Background: an optimization exercise with open tools, aiming at small area, a short achievable clock period and few clock cycles. Do not read the settings as production practice. At most, simulation tests tie the RTL to the original design; equivalence was not proved. The RTL of runs 2 and 3 was laid out without a check of its function. Power is estimated from default activity; no workload was simulated.

<file path="flow/config.mk">
export PLATFORM = sky130hd
export DESIGN_NAME = divider
export DESIGN_NICKNAME = divider
export VERILOG_FILES = /design/flow/design.v
export SDC_FILE = /design/flow/constraint.sdc
export NUM_CORES = 4
export LEC_CHECK = 0
export CAP_MARGIN = 20
export CORE_MARGIN = 2
export CORE_UTILIZATION = 45
export PLACE_DENSITY = 0.6
export SETUP_SLACK_MARGIN = 1.0
export SLEW_MARGIN = 20
</file>
<file path="flow/constraint.sdc">
create_clock -name core_clock -period 5.5 [get_ports {clk_i}]
set_input_delay 1.1000 -clock core_clock [delete_from_list [all_inputs] [get_ports {clk_i}]]
set_output_delay 1.1000 -clock core_clock [all_outputs]
set_load 0.01 [all_outputs]
</file>
<file path="flow/design.v">
`timescale 1ns/1ps
module divider #(
    parameter XLEN_WIDTH = 32
)(
    input                   clk_i,
    input                   rst_i,
    input                   stall_i,
    input  logic [XLEN_WIDTH-1:0]      a_i,
    input  logic [XLEN_WIDTH-1:0]      b_i,
    input  logic            req_i,
    input  logic            kill_i,
    input  logic [ 1 : 0]   operation_sel_i,
    output logic [XLEN_WIDTH-1:0]      div_result_o,
    output logic            ready_o,
    output logic            result_valid_o
);
function automatic [5:0] clz32(input [31:0] x);
    reg [15:0] z1, c1;
    reg [7:0]  z2; reg [1:0] c2 [0:7];
    reg [3:0]  z3; reg [2:0] c3 [0:3];
    reg [1:0]  z4; reg [3:0] c4 [0:1];
    reg [4:0]  c5;
    integer i;
    begin
        for (i = 0; i < 16; i = i + 1) begin
            z1[i] = ~(x[2*i+1] | x[2*i]);
            c1[i] = ~x[2*i+1];
        end
        for (i = 0; i < 8; i = i + 1) begin
            z2[i] = z1[2*i+1] & z1[2*i];
            c2[i] = z1[2*i+1] ? {1'b1, c1[2*i]} : {1'b0, c1[2*i+1]};
        end
        for (i = 0; i < 4; i = i + 1) begin
            z3[i] = z2[2*i+1] & z2[2*i];
            c3[i] = z2[2*i+1] ? {1'b1, c2[2*i]} : {1'b0, c2[2*i+1]};
        end
        for (i = 0; i < 2; i = i + 1) begin
            z4[i] = z3[2*i+1] & z3[2*i];
            c4[i] = z3[2*i+1] ? {1'b1, c3[2*i]} : {1'b0, c3[2*i+1]};
        end
        c5 = z4[1] ? {1'b1, c4[0]} : {1'b0, c4[1]};
        clz32 = (z4[1] & z4[0]) ? 6'd32 : {1'b0, c5};
    end
endfunction
wire is_div    = ~operation_sel_i[1];
wire is_signed = ~operation_sel_i[0];
wire a_neg     = is_signed & a_i[31];
wire b_neg     = is_signed & b_i[31];
wire b_zero    = (b_i == 32'b0);
wire [31:0] abs_a = a_neg ? -a_i : a_i;
wire [31:0] ones_b = b_i ^ {32{b_neg}};
wire res_neg   = is_div ? (a_neg ^ b_neg) : a_neg;
wire a_pow2 = &(~a_i[30:0] | a_i[31:1]);
wire b_pow2 = &(~b_i[30:0] | b_i[31:1]);
wire [5:0] lz_a = clz32(a_i ^ {32{a_i[31]}});
wire [5:0] lz_b = clz32(b_i ^ {32{b_i[31]}});
wire [5:0] clz_a = (a_i[31] & ~is_signed) ? 6'd0 : lz_a;
wire [5:0] clz_b = (b_i[31] & ~is_signed) ? 6'd0 : lz_b;
wire pow2_a = a_neg & a_pow2;
wire pow2_b = b_neg & b_pow2;
wire signed [6:0] d = {1'b0, clz_b} - {1'b0, clz_a};
wire shorter = (pow2_a == pow2_b) ? (d < 0) : pow2_b ? (d <= 0) : (d < -1);
wire near    = (pow2_a == pow2_b) ? (d <= 1) : pow2_b ? (d <= 2) : (d <= 0);
localparam S_IDLE  = 2'd0,
           S_SETUP = 2'd1,
           S_CALC  = 2'd2,
           S_FIX   = 2'd3;
reg [1:0] S;
reg [31:0] R;        
reg [31:0] D;        
reg [3:0]  cnt;      
reg        dn;       
reg [5:0]  lzr_a, lzr_b;   
reg        p2r_a, p2r_b;   
wire [5:0] shamt = lzr_b - lzr_a + {5'b0, p2r_a} - {5'b0, p2r_b};
wire cin = ~dn;
wire [34:0] t1w = {2'b0, R, 1'b1} + {~{2'b0, D}, cin};
wire [34:0] t2w = {2'b0, R, 1'b1} + {~{1'b0, D, dn}, cin};
wire [33:0] t1 = t1w[34:1];
wire [33:0] t2 = t2w[34:1];
wire [34:0] cx = {3'b0, R};
wire [34:0] cy = ~{3'b0, D};
wire [34:0] cz = ~{2'b0, D, dn};
wire [34:0] cs = cx ^ cy ^ cz;
wire [34:0] cc = (cx & cy) | (cx & cz) | (cy & cz);
wire [35:0] t3w = {cs, 1'b1} + {cc[33:0], cin, cin};
wire [34:0] t3 = t3w[35:1];
wire ge1 = ~t1[33];
wire ge2 = ~t2[33];
wire ge3 = ~t3[34];
wire [1:0] qd = {ge2, ge3 | (ge1 & ~ge2)};
wire [31:0] R_nx = ge3 ? t3[31:0] : ge2 ? t2[31:0] : ge1 ? t1[31:0] : R;
wire last        = (cnt == 4'd0);
wire start   = (S == S_IDLE) & req_i;
wire quick   = b_zero | shorter;
wire [31:0] direct = is_div ? {32{b_zero}} : a_i;
wire done_calc  = (S == S_CALC) & last & ~res_neg;
wire done_fix   = (S == S_FIX);
wire finish     = (start & quick) | done_calc | done_fix;
always_ff @(posedge clk_i) begin
    if (rst_i)
        S <= S_IDLE;
    else if (kill_i)
        S <= S_IDLE;
    else case (S)
        S_IDLE:  S <= (req_i & ~quick) ? (near ? S_CALC : S_SETUP) : S_IDLE;
        S_SETUP: S <= S_CALC;
        S_CALC:  S <= last ? (res_neg ? S_FIX : S_IDLE) : S_CALC;
        default: S <= S_IDLE;
    endcase
end
always_ff @(posedge clk_i) begin
    case (S)
        S_IDLE:  begin R <= abs_a; D <= ones_b; cnt <= 4'd0; end
        S_SETUP: begin R <= abs_a; D <= (D << {shamt[4:1], 1'b0}) | ({32{dn}} & ~(32'hffffffff << {shamt[4:1], 1'b0})); cnt <= shamt[4:1]; end
        default: begin R <= R_nx;  D <= D >> 2; cnt <= cnt - 4'd1; end
    endcase
end
always_ff @(posedge clk_i) begin
    dn    <= b_neg;
    lzr_a <= clz_a;
    lzr_b <= clz_b;
    p2r_a <= pow2_a;
    p2r_b <= pow2_b;
end
always_ff @(posedge clk_i) begin
    if (start)
        div_result_o <= direct;
    else if (S == S_CALC)
        div_result_o <= (last & ~is_div) ? R_nx : {div_result_o[29:0], qd};
    else if (S == S_FIX)
        div_result_o <= -div_result_o;
end
always_ff @(posedge clk_i) begin
    if (rst_i) begin
        ready_o        <= 1'b1;
        result_valid_o <= 1'b0;
    end else begin
        ready_o        <= kill_i | ((S == S_IDLE) & ~req_i) | finish;
        result_valid_o <= ~kill_i & (finish | (stall_i & result_valid_o));
    end
end
endmodule
</file>
<file path="flow/flow/run.sh">
#!/bin/bash
# Standard layout, with the port buffers made from plain buffers rather than
# the delay cells buffer_ports picks by default.
set -e
cp standard.sh standard_sh.log
export BUFFER_PORTS_ARGS="-buffer_cell sky130_fd_sc_hd__buf_2"
bash standard.sh > standard.log 2>&1
</file>
<file path="flow/standard.sh">
#!/bin/bash
# synth_recipe.tcl (not shown) runs the flow's synth.tcl, then flattens the netlist and writes it again
# the make line also repeats each setting of config.mk as NAME=value (left out here)
make -C /OpenROAD-flow-scripts/flow DESIGN_CONFIG=/design/flow/config.mk WORK_HOME=/design/flow/orfs CLKGATE_MAP_FILE= SYNTH_SCRIPT=/design/flow/synth_recipe.tcl "${@:-finish}"
</file>
==> flow_metrics.tcl, run 1 <==
set metrics [dict create \
    grt_max_degree 71 \
    arrival_ps 4820 \
    drt_wl_total_um 65300 \
    fmax_mhz 225 \
    crit_required_ps 5880 \
    post-route-util 0.515 \
    portBuffers 104 \
    row_count 70 \
    async_flop_share 0 \
    cts_tree "done" \
    crit_fanout 9 \
    maxCapViolCount 0 \
    fin_crit_ps 4440 \
    fin_cells 2828 \
    hold_violations 0 \
    p_leak_nw 7.50 \
    synth.area.top_cells "dfxtp_1 (10%), ha_1 (8.7%), a21oi_1 (6.0%), edfxtp_1 (5.7%), nand2_1 (5.7%)" \
    drt_iter0_drc 1945 \
    vias 18300 \
    synth_edf_count 32 \
    cts_inserted_buffers 17 \
    setup_viol_count_final 0 \
    syn_avg_cell_area_sq_um 7.31 \
    synth_area_sq_mm 0.0169 \
    clk_pin_slew_ps 70 \
    clock-sinks 117 \
    start_util 0.459 \
    worstRegToRegCells 13 \
    power_density_mw_per_mm2 460 \
    yosys.area.top_type_share 0.101 \
    crit_type "input pin to flop" \
    hp-start "cnt[0]" \
    ir_drop_v 0.000271 \
    ant_nets 0 \
    nets 2572 \
    cts_hold_repair.buffers 0 \
    mostFrequentLayoutCell "nand2_1" \
    place_inst 2773 \
    fillCellCount 3650 \
    htree_levels 4 \
    die_area_sq_mm 0.0391 \
    setup_tns_ps 0 \
    syn-instance-count 2309 \
    reg2reg_to "div_result_o[20]" \
    ys.warnings.count 7 \
    mostFrequentLayoutCells "nand2_1 (256), a21oi_1 (198), o21ai_0 (178)" \
    placed_area_sq_mm 0.0178 \
    dp.final_hpwl_um 52200 \
    viasPerCell 6.46 \
    r2r_start "D[10]" \
    chipWidth_um 198 \
    fin_area_sq_mm 0.0190 \
    worst_skew_pair.late_latency_ps 440 \
    whs_path_depth 1 \
    ys_seq_area_frac 0.158 \
    holdPathEnd "cnt[0]" \
    overflow 0 \
    gp_congestion 1.00 \
    synth_nets 2534 \
    synth_cell_types 94 \
    period_share 0.808 \
    fp.dieH_um 198 \
    hold_ws_ps 507 \
    yosysTopAreaCell "dfxtp_1" \
    finalClockSkew_ps 10.8 \
    status "finished clean" \
    relSlewSlack 0.373 \
    drive_gt1_frac 0.143 \
    grtUsageTotal 0.328 \
    io_pins 105 \
    clockBufferDepth 2 \
    n_antenna_cell 0 \
    hold_path_class "flop to flop" \
    synth-main-ff-cell "dfxtp_1" \
    grt_pass1_vias 16900 \
    drc 0 \
    tightest_slew_ps 940 \
    drtPass1Iterations 6 \
    avgRoutedWirePerCell_um 23.1 \
    core-area_sq_mm 0.0368 \
    r2r_slack_ps 1150 \
    ys_ff_latch 117 \
    rsz0062_at_grt "yes" \
    drv_slew 0 \
    clock-root-buffer "clkbuf_16" \
    cp-end-kind "flop" \
    start_kind "input pin" \
    grt_pass1_wl_um 99900 \
    areaGrowthSynthToFinish_pct 12.3 \
    antenna_found_initial 0 \
]
==> cells by family (layout without fill, tap and decap cells) <==
| group | after synthesis | count (layout) | synth area share |
|---|---|---|---|
| compound gates | 808 | 808 | 0.309 |
| mux | 37 | 37 | 0.0335 |
| xor+xnor | 175 | 175 | 0.0908 |
| buf+inv | 259 | 310 | 0.0607 |
| simple gates | 759 | 759 | 0.217 |
| flops | 117 | 117 | 0.158 |
| fa+ha+maj | 154 | 154 | 0.131 |
==> worst max-delay path, stage by stage <==
cell	delay (ps)
buf_12	110
or2_4	260
o31ai_4	260
o21a_1	190
and2_4	190
nand2b_4	60
a311oi_2	240
o21a_1	190
ha_2	190
inv_2	40
fa_2	340
a21o_1	180
a21oi_2	220
o21ai_1	90
a21o_1	170
nor4b_2	150
o21ai_1	130
o21ai_1	110
or4_4	490
a21boi_2	120
==> synthesized netlist by cell type, drive strengths merged, types with 8 or more instances <==
master	instances
o311ai	13
dfxtp	85
xor2	72
and3	18
a21o	41
o21a	26
nor2	178
a31oi	39
o31ai	14
mux2i	16
and2	18
nor3	66
ha	117
edfxtp	32
a211oi	29
a221oi	31
or3	12
nor2b	27
clkbuf	110
o21bai	14
inv	109
or2	11
o211ai	44
or4	14
nand2b	33
nor4	17
a22oi	23
nor3b	10
fa	37
mux4	15
o21ai	197
a2111oi	11
nand4	27
xnor2	103
nand2	256
a21boi	9
o2111ai	8
nand3	51
a21oi	203
buf	37
o221ai	9
o22ai	29
==> final cells by class <==
| cell class | instances | area (sq um) | area share |
|---|---|---|---|
| Clock buffer | 17 | 425 | 0.0224 |
| Clock inverter | 15 | 158 | 0.00832 |
| Inverter | 112 | 439 | 0.0232 |
| Multi-Input combinational cell | 1933 | 13600 | 0.716 |
| Sequential cell | 117 | 2670 | 0.141 |
| Tap cell | 468 | 586 | 0.0309 |
| Timing Repair Buffer | 166 | 1110 | 0.0587 |
==> per-layer routing <==
metal,wire length [um],vias to the layer above,global-route usage
met5,0,-,0
met2,27300,885,0.482
met4,1810,0,0.0983
li1,-,8588,-
met3,5820,85,0.0572
met1,30400,8710,0.487
==> stage by stage <==
stage                     total power, mW  worst slack, ps
final                                8.72             1060
after global routing                 9.31              847
after CTS                            8.41             1010
after global placement               7.15              422
after detailed placement             7.18              372
after floorplan                      5.52              905
==> power breakdown <==
group	internal, mW	total, mW	switching [mW]
clock network	0.607	1.12	0.510
logic	2.41	6.32	3.91
registers	1.05	1.28	0.238
total	4.06	8.72	4.66
==> state kept, by name (all words and copies together) (netlist names), 2 cells and up <==
signal        cells
cnt               4
S                 2
lzr_a             5
D                32
R                32
div_result_o     32
lzr_b             5
==> worst max-delay path by stage <==
stage	end	from	cells past startpoint
3_5_place_dp	S[0]	b_i[31]	18
6_report	S[0]	a_i[21]	20
4_1_cts	S[0]	b_i[2]	21
2_1_floorplan	S[0]	a_i[21]	20
3_3_place_gp	S[0]	a_i[31]	19
5_1_grt	S[0]	b_i[26]	21
==> what timing repair did <==
action	4_1_cts	5_1_grt
buffers inserted	5	17
setup endpoints to repair	34	65
cloned	0	1
resized for setup	28	78
pin swaps	13	22
Testbench counts, summed over its fixed seeds: cycles 64,645.
==> inputs of run 2 (changes only) <==
--- a/flow/design.v
+++ b/flow/design.v
@@ -52,15 +52,11 @@
 wire res_neg   = is_div ? (a_neg ^ b_neg) : a_neg;
 wire a_pow2 = &(~a_i[30:0] | a_i[31:1]);
 wire b_pow2 = &(~b_i[30:0] | b_i[31:1]);
-wire [5:0] lz_a = clz32(a_i ^ {32{a_i[31]}});
-wire [5:0] lz_b = clz32(b_i ^ {32{b_i[31]}});
+wire [5:0] lz_a = clz32(a_i ^ {32{a_i[31]}}) - {5'b0, a_i[31] & a_pow2};
+wire [5:0] lz_b = clz32(b_i ^ {32{b_i[31]}}) - {5'b0, b_i[31] & b_pow2};
 wire [5:0] clz_a = (a_i[31] & ~is_signed) ? 6'd0 : lz_a;
 wire [5:0] clz_b = (b_i[31] & ~is_signed) ? 6'd0 : lz_b;
-wire pow2_a = a_neg & a_pow2;
-wire pow2_b = b_neg & b_pow2;
-wire signed [6:0] d = {1'b0, clz_b} - {1'b0, clz_a};
-wire shorter = (pow2_a == pow2_b) ? (d < 0) : pow2_b ? (d <= 0) : (d < -1);
-wire near    = (pow2_a == pow2_b) ? (d <= 1) : pow2_b ? (d <= 2) : (d <= 0);
+wire [6:0] shamt = {1'b0, clz_b} - {1'b0, clz_a};
 localparam S_IDLE  = 2'd0,
            S_SETUP = 2'd1,
            S_CALC  = 2'd2,
@@ -68,11 +64,8 @@
 reg [1:0] S;
 reg [31:0] R;        
 reg [31:0] D;        
+reg        dn;       
 reg [3:0]  cnt;      
-reg        dn;       
-reg [5:0]  lzr_a, lzr_b;   
-reg        p2r_a, p2r_b;   
-wire [5:0] shamt = lzr_b - lzr_a + {5'b0, p2r_a} - {5'b0, p2r_b};
 wire cin = ~dn;
 wire [34:0] t1w = {2'b0, R, 1'b1} + {~{2'b0, D}, cin};
 wire [34:0] t2w = {2'b0, R, 1'b1} + {~{1'b0, D, dn}, cin};
@@ -92,7 +85,8 @@
 wire [31:0] R_nx = ge3 ? t3[31:0] : ge2 ? t2[31:0] : ge1 ? t1[31:0] : R;
 wire last        = (cnt == 4'd0);
 wire start   = (S == S_IDLE) & req_i;
-wire quick   = b_zero | shorter;
+wire quick   = b_zero | shamt[6];
+wire near    = (shamt[5:1] == 5'd0);
 wire [31:0] direct = is_div ? {32{b_zero}} : a_i;
 wire done_calc  = (S == S_CALC) & last & ~res_neg;
 wire done_fix   = (S == S_FIX);
@@ -111,18 +105,13 @@
 end
 always_ff @(posedge clk_i) begin
     case (S)
-        S_IDLE:  begin R <= abs_a; D <= ones_b; cnt <= 4'd0; end
-        S_SETUP: begin R <= abs_a; D <= (D << {shamt[4:1], 1'b0}) | ({32{dn}} & ~(32'hffffffff << {shamt[4:1], 1'b0})); cnt <= shamt[4:1]; end
+        S_IDLE:  begin R <= abs_a; D <= ones_b; cnt <= shamt[4:1]; end
+        S_SETUP: begin R <= abs_a; D <= (D << {cnt, 1'b0}) | ({32{dn}} & ~(32'hffffffff << {cnt, 1'b0})); cnt <= shamt[4:1]; end
         default: begin R <= R_nx;  D <= D >> 2; cnt <= cnt - 4'd1; end
     endcase
 end
-always_ff @(posedge clk_i) begin
-    dn    <= b_neg;
-    lzr_a <= clz_a;
-    lzr_b <= clz_b;
-    p2r_a <= pow2_a;
-    p2r_b <= pow2_b;
-end
+always_ff @(posedge clk_i)
+    dn <= b_neg;
 always_ff @(posedge clk_i) begin
     if (start)
         div_result_o <= direct;
==> run 2 against run 1 <==
Synthesized area is 1.3% lower. Critical path depth is the same. Die area is 1.2% lower. Clock skew is 5.0 ps higher. Highest routed layer unchanged.
==> flow_metrics.tcl, run 2 <==
set metrics [dict create \
    fin_crit_ps 4690 \
    drv_slew 0 \
    path_depth 20 \
    chipWidth_um 196 \
    crit_type "input pin to flop" \
    arrival_ps 4950 \
    worst_skew_pair.late_latency_ps 360 \
    critPathMostFrequentCell "o21a_1" \
    ys.warnings.count 7 \
    ys_ff_latch 105 \
    yosysTopAreaCell "dfxtp_1" \
    yosys.area.top_type_share 0.0877 \
    synth_edf_count 32 \
    drc 0 \
    finalClockSkew_ps 15.8 \
    fillCellCount 3689 \
    reg2reg_to "div_result_o[28]" \
    viasPerCell 6.53 \
    syn_avg_cell_area_sq_um 7.20 \
    syn-instance-count 2314 \
    p_leak_nw 7.16 \
    tightest_slew_ps 1020 \
    period_share 0.852 \
    cp_slowest_stage_delay_ps 530 \
    grt_pass1_wl_um 100000 \
    avgRoutedWirePerCell_um 23.4 \
    relSlewSlack 0.320 \
    start_kind "input pin" \
    placed_area_sq_mm 0.0175 \
    p_clk_frac 0.085 \
    power_density_mw_per_mm2 419 \
    fp.dieH_um 196 \
    cts_inserted_buffers 9 \
    whs_path_depth 2 \
    overflow 0 \
    drtPass1Iterations 5 \
    crit_fanout 2 \
    grt_pass1_vias 16800 \
    hold_violations 0 \
    fin_area_sq_mm 0.0181 \
    synth_nets 2535 \
    start_util 0.456 \
    ant_nets 0 \
    antenna_found_initial 1 \
    drt_iter0_drc 1937 \
    drive_gt1_frac 0.117 \
    post-route-util 0.496 \
    grtUsageTotal 0.333 \
    vias 18300 \
    core-area_sq_mm 0.0365 \
    seqPwrFrac 0.150 \
    synth_area_sq_mm 0.0167 \
    dp.final_hpwl_um 52700 \
    die_area_sq_mm 0.0386 \
    hold_path_class "flop to flop" \
    crit_required_ps 5760 \
    io_pins 105 \
    cp-end-kind "flop" \
    grt_max_degree 87 \
    worstPathBufferInverterCount 1 \
    status "finished clean" \
    async_flop_share 0 \
    clock-root-buffer "clkbuf_16" \
    worstRegToRegCells 13 \
    mostFrequentLayoutCells "a21oi_1 (232), nand2_1 (220), nor2_1 (205)" \
    nets 2544 \
    ir_drop_v 0.000199 \
    areaGrowthSynthToFinish_pct 8.73 \
    synth.area.top_cells "dfxtp_1 (8.8%), ha_1 (8.7%), a21oi_1 (7.1%), edfxtp_1 (5.8%), xnor2_1 (5.5%)" \
    rsz0062_at_grt "yes" \
    sw_frac_of_total 0.552 \
    yosys-top-cells-count "a21oi_1 (236), nand2_1 (221), nor2_1 (209)" \
    r2r_start "D[2]" \
    ys_seq_area_frac 0.145 \
    cp_slowest_cell "or4_4" \
    post-synth-top-count-cell "a21oi_1" \
    gp_congestion 0.943 \
    r2r_slack_ps 1000 \
    clk_pin_slew_ps 80 \
    row_count 70 \
    path_cells "buf_8, or4_4, o22a_1, or2_4, or2_4, o21bai_4, a311oi_2, a21oi_1, ha_2, ha_4, nand2b_4, ha_4, o21a_1, o21a_1, o21a_1, or2_4, and4_1, o21ai_2, nor4_2, o21a_1" \
    p_comb_frac 0.765 \
    hp-start "D[6]" \
    setup_tns_ps 0 \
    cts_tree "done" \
    holdPathEnd "D[4]" \
    setup_viol_count_final 0 \
    htree_levels 3 \
    net-switching-power_mw 4.19 \
    maxCapViolCount 0 \
    synth_cell_types 97 \
    reg_top3 "D x32, R x32, div_result_o x32" \
    crit_family "simple AND/OR/NAND/NOR gates" \
    portBuffers 104 \
    synth-main-ff-cell "dfxtp_1" \
    clock-sinks 105 \
    fmax_mhz 213 \
    mostFrequentLayoutCell "a21oi_1" \
    clockBufferDepth 2 \
    drt_wl_total_um 65400 \
    power.internal_mw 3.40 \
]
[run 2: changes by cell type after synthesis, sizes merged, moves of 12 or more]
cell / change
a21oi: +33
nand2: -32
nor2: +32
o21ai: -28
clkbuf: +22
inv: -21
xor2: -16
nand3: +13
o211ai: -13
a22oi: -12
dfxtp: -12
[run 2: cell families (layout without fill, tap and decap cells)]
group,Yosys count,after routing,synth area share
compound gates,828,828,0.326
simple gates,778,778,0.225
buf+inv,250,264,0.0583
xor+xnor,160,160,0.0841
fa+ha+maj,150,150,0.128
flops,105,105,0.145
mux,43,43,0.0339
other cells,0,1,0
[run 2: worst register-to-register path: cells and delay by family (launching register included)]
family / cells / cell delay, ps
flops: 1 / 460
buf+inv: 2 / 410
compound gates: 8 / 2130
simple gates: 1 / 310
fa+ha+maj: 2 / 900
[run 2: cell type report]
type                       instances  area, sq um  area share
antenna                            1         2.50    0.000138
clock inverter                     7         52.6     0.00290
tap                              468          586      0.0323
multi-input combinational       1959        13500       0.747
timing repair buffer             157          955      0.0527
inverter                          91          342      0.0189
sequential                       105         2430       0.134
clock buffer                       9          225      0.0124
[run 2: timing repair]
action	in CTS	in global routing
setup endpoints to repair	29	43
hold buffers	0	0
pin swaps	12	15
buffers inserted	9	6
resized for setup	23	31
[run 2: metrics by stage]
stage	hold slack, ps	setup WS (ps)	total power [mW]	cells
after global placement	477	292	6.58	2765
after detailed placement	484	71.1	6.61	2765
final	494	814	7.58	2797
after floorplan	445	621	5.04	2314
after CTS	494	669	7.30	2790
after global routing	518	656	8.12	2796
[run 2: how the worst max path moves through the flow]
| stage | from | end | slack [ps] |
|---|---|---|---|
| after CTS | a_i[25] | S[1] | 670 |
| after floorplan | a_i[26] | S[1] | 620 |
| final | a_i[25] | S[1] | 810 |
| after detailed placement | b_i[31] | S[1] | 70 |
| after global placement | a_i[26] | S[1] | 290 |
| after global routing | a_i[31] | ready_o | 660 |
[run 2: power groups by stage]
stage / registers, mW / logic [mW] / clock network [mW]
after floorplan: 1.07 / 3.97 / 0
final: 1.14 / 5.81 / 0.644
after global routing: 1.15 / 6.30 / 0.669
after CTS: 1.13 / 5.52 / 0.649
after global placement: 1.14 / 5.43 / 0
after detailed placement: 1.14 / 5.46 / 0
[run 2: metal layers]
layer  share of wire  GRT usage
met1            0.47      0.489
met2            0.42      0.496
met3           0.090     0.0659
met4           0.023     0.0856
met5               0          0
==> inputs of run 3 (changes only) <==
--- a/flow/design.v
+++ b/flow/design.v
@@ -86,9 +86,9 @@
 wire last        = (cnt == 4'd0);
 wire start   = (S == S_IDLE) & req_i;
 wire quick   = b_zero | shamt[6];
-wire near    = (shamt[5:1] == 5'd0);
 wire [31:0] direct = is_div ? {32{b_zero}} : a_i;
-wire done_calc  = (S == S_CALC) & last & ~res_neg;
+wire iter       = (S == S_CALC) | ((S == S_SETUP) & last);
+wire done_calc  = iter & last & ~res_neg;
 wire done_fix   = (S == S_FIX);
 wire finish     = (start & quick) | done_calc | done_fix;
 always_ff @(posedge clk_i) begin
@@ -97,8 +97,8 @@
     else if (kill_i)
         S <= S_IDLE;
     else case (S)
-        S_IDLE:  S <= (req_i & ~quick) ? (near ? S_CALC : S_SETUP) : S_IDLE;
-        S_SETUP: S <= S_CALC;
+        S_IDLE:  S <= (req_i & ~quick) ? S_SETUP : S_IDLE;
+        S_SETUP,
         S_CALC:  S <= last ? (res_neg ? S_FIX : S_IDLE) : S_CALC;
         default: S <= S_IDLE;
     endcase
@@ -106,7 +106,7 @@
 always_ff @(posedge clk_i) begin
     case (S)
         S_IDLE:  begin R <= abs_a; D <= ones_b; cnt <= shamt[4:1]; end
-        S_SETUP: begin R <= abs_a; D <= (D << {cnt, 1'b0}) | ({32{dn}} & ~(32'hffffffff << {cnt, 1'b0})); cnt <= shamt[4:1]; end
+        S_SETUP: begin R <= last ? R_nx : abs_a; D <= (D << {cnt, 1'b0}) | ({32{dn}} & ~(32'hffffffff << {cnt, 1'b0})); cnt <= shamt[4:1]; end
         default: begin R <= R_nx;  D <= D >> 2; cnt <= cnt - 4'd1; end
     endcase
 end
@@ -115,7 +115,7 @@
 always_ff @(posedge clk_i) begin
     if (start)
         div_result_o <= direct;
-    else if (S == S_CALC)
+    else if (iter)
         div_result_o <= (last & ~is_div) ? R_nx : {div_result_o[29:0], qd};
     else if (S == S_FIX)
         div_result_o <= -div_result_o;
==> run 3 against run 2 <==
Still clean on timing, DRC and antenna. Clock power rose by 12%. Sequential power rose by 9.6%. Core utilization rose by 0.74 points. Final cell count fell by 2.2%. Synthesized area fell by 2.0%. Worst hold slack got worse by 3.0 ps. Via count fell by 0.79%. Clock-buffer cell count did not move. Global-route usage rose by 2.1 points. Sequential share of layout area rose by 0.11 points. Register-to-register slack improved by 140 ps. Final area fell by 0.91%.
==> flow_metrics.tcl, run 3 <==
set metrics [dict create \
    status "finished clean" \
    cp-end-kind "flop" \
    ant_nets 0 \
    yosys.area.top_type_share 0.0919 \
    synth_cell_types 84 \
    areaGrowthSynthToFinish_pct 9.90 \
    clock-root-buffer "clkbuf_16" \
    drv_slew 0 \
    drt_iter0_drc 1743 \
    arrival_ps 4650 \
    fmax_mhz 230 \
    post-synth-top-count-cell "a21oi_1" \
    crit_type "input pin to flop" \
    tightest_slew_ps 1170 \
    period_share 0.792 \
    clock-sinks 105 \
    fp.dieH_um 195 \
    chipWidth_um 195 \
    maxCapViolCount 0 \
    cts_inserted_buffers 9 \
    hold_violations 0 \
    synth_area_sq_mm 0.0163 \
    fin_crit_ps 4360 \
    synth.area.top_cells "ha_1 (9.2%), dfxtp_1 (8.9%), a21oi_1 (6.9%), edfxtp_1 (5.9%), o21ai_0 (5.5%)" \
    clockBufferDepth 2 \
    dp.final_hpwl_um 54800 \
    vias 18100 \
    nets 2494 \
    crit_fanout 7 \
    avgRoutedWirePerCell_um 25.1 \
    crit_required_ps 5790 \
    power_density_mw_per_mm2 461 \
    grtUsageTotal 0.354 \
    yosysTopAreaCell "ha_1" \
    die_area_sq_mm 0.0378 \
    setup_viol_count_final 0 \
    mostFrequentLayoutCell "a21oi_1" \
    yosys-top-cells-count "a21oi_1 (226), nand2_1 (219), nor2_1 (193)" \
    met3_usage 0.0585 \
    reg_top3 "D x32, R x32, div_result_o x32" \
    finalClockSkew_ps 21.8 \
    mostFrequentLayoutCells "a21oi_1 (220), nand2_1 (218), nor2_1 (181)" \
    post-route-util 0.503 \
    layout_setup_ws_ps 1140 \
    async_flop_share 0 \
    drc 0 \
    row_count 69 \
    viasPerCell 6.62 \
    setup_tns_ps 0 \
    antenna_found_initial 2 \
    ys_seq_area_frac 0.148 \
    worst_skew_pair.late_latency_ps 400 \
    core-area_sq_mm 0.0357 \
    syn_avg_cell_area_sq_um 7.29 \
    synth_nets 2465 \
    portBuffers 104 \
    synth_edf_count 32 \
    dp_slack_ps 506 \
    start_kind "input pin" \
    grt_max_degree 51 \
    start_util 0.458 \
    grt_pass1_wl_um 103000 \
    clk_pin_slew_ps 90 \
    cts_tree "done" \
    htree_levels 3 \
    busiest_layer "met2" \
    ys_ff_latch 105 \
    overflow 0 \
    n_antenna_cell 0 \
    relSlewSlack 0.219 \
    drive_gt1_frac 0.130 \
    drt_wl_total_um 68700 \
    ys.warnings.count 7 \
    syn-instance-count 2240 \
    hold_path_class "flop to flop" \
    gp_congestion 1.02 \
    met2_usage 0.578 \
    synth-main-ff-cell "dfxtp_1" \
    rsz0062_at_grt "yes" \
    met1_usage 0.446 \
    io_pins 105 \
    grt_pass1_vias 17200 \
    drtPass1Iterations 6 \
    ir_drop_v 0.000410 \
    p_leak_nw 7.36 \
    cts_hold_repair.buffers 0 \
]
run 3: cells by family after synthesis:
kind of cell / Yosys count / synth area share
xor gates and xnor gates: 180 / 0.0965
DFF: 105 / 0.148
AOI/OAI and AO/OA: 807 / 0.317
muxes: 58 / 0.0448
buffers and inverters: 236 / 0.0586
adders and majority gates: 154 / 0.134
and+or+nand+nor: 700 / 0.201
run 3: worst paths after layout:
| check | from | slack, ps | cells past startpoint | to |
|---|---|---|---|---|
| max | a_i[25] | 1140 | 19 | S[0] |
| min | result_valid_o | 490 | 2 | result_valid_o |
| max reg2reg | D[1] | 1140 | 13 | div_result_o[18] |
| min reg2reg | result_valid_o | 490 | 2 | result_valid_o |
run 3: worst max-delay path, stage by stage:
cell	delay, ps
buf_2	150
inv_1	140
nor2_1	70
a21oi_1	230
o221ai_1	220
a2111oi_2	290
nand4_1	190
nor3_2	250
ha_2	220
ha_2	260
nand2b_4	150
fa_2	370
a21o_1	190
a21oi_2	160
nor2b_1	60
o21a_1	180
o21bai_2	170
o21ai_1	70
and2_1	160
run 3: routing by layer:
metal	vias up	wire length, um	share of wire
met2	944	31700	0.46
li1	8368	-	-
met5	-	13	0.00019
met1	8614	27400	0.40
met4	2	3860	0.056
met3	180	5680	0.083
run 3: final cells by class:
class,instances,area [sq um]
fill,3644,17700
multi-input combinational,1899,13300
sequential,105,2420
timing repair buffer,157,960
tap,461,577
inverter,97,368
clock buffer,9,225
clock inverter,7,78.8
run 3: timing repair:
| item | 4_1_cts | 5_1_grt |
|---|---|---|
| resized for setup | 5 | 67 |
| endpoints found under the setup margin | 6 | 57 |
| pin swaps | 0 | 15 |
| buffers inserted | 0 | 12 |
run 3: power breakdown:
group	internal [mW]	total, mW	switching, mW
clock network	0.328	0.719	0.391
registers	0.954	1.25	0.293
logic	2.40	6.31	3.91
total	3.68	8.28	4.60
run 3: stage by stage:
stage / power, mW / hold WS [ps] / area, sq um / std cells
3_3_place_gp: 7.27 / 483 / 17200 / 2707
5_1_grt: 8.84 / 519 / 18000 / 2735
4_1_cts: 8.05 / 512 / 17600 / 2723
6_report: 8.28 / 491 / 18000 / 2735
3_5_place_dp: 7.28 / 498 / 17200 / 2707
2_1_floorplan: 5.56 / 477 / 16400 / 2240

## re-timing with driven ports
The flow's constraints put no driver on any port. The routed layouts listed below were extracted and timed again, unchanged, in two steps. Step 1, drivers: a clkbuf_16 drives clk_i and a buf_2 each remaining input, both assumed. Step 2, shift: input delay + t, output delay - t, t = (earliest + latest rising clock arrival at the registers) / 2. This alone moves slack from input paths to output paths. Three values: ideal ports, drivers, drivers and shift; two values: the first two.
| run | t, ns | setup slack, ns | worst setup path at the end | pins driven straight from the clock port |
|---|---|---|---|---|
| run 1 | 0.492 | 1.058 / 1.069 / 0.576 | input to register | 1 |
| run 2 | 0.405 | 0.814 / 0.819 / 0.414 | input to register | 1 |
| run 3 | 0.438 | 1.144 / 1.145 / 0.727 | input to register | 1 |
After both steps every run listed still meets setup and hold. The setup slack of run 1, which loses most, moves by +0.011 ns with the drivers and by -0.482 ns with both steps.
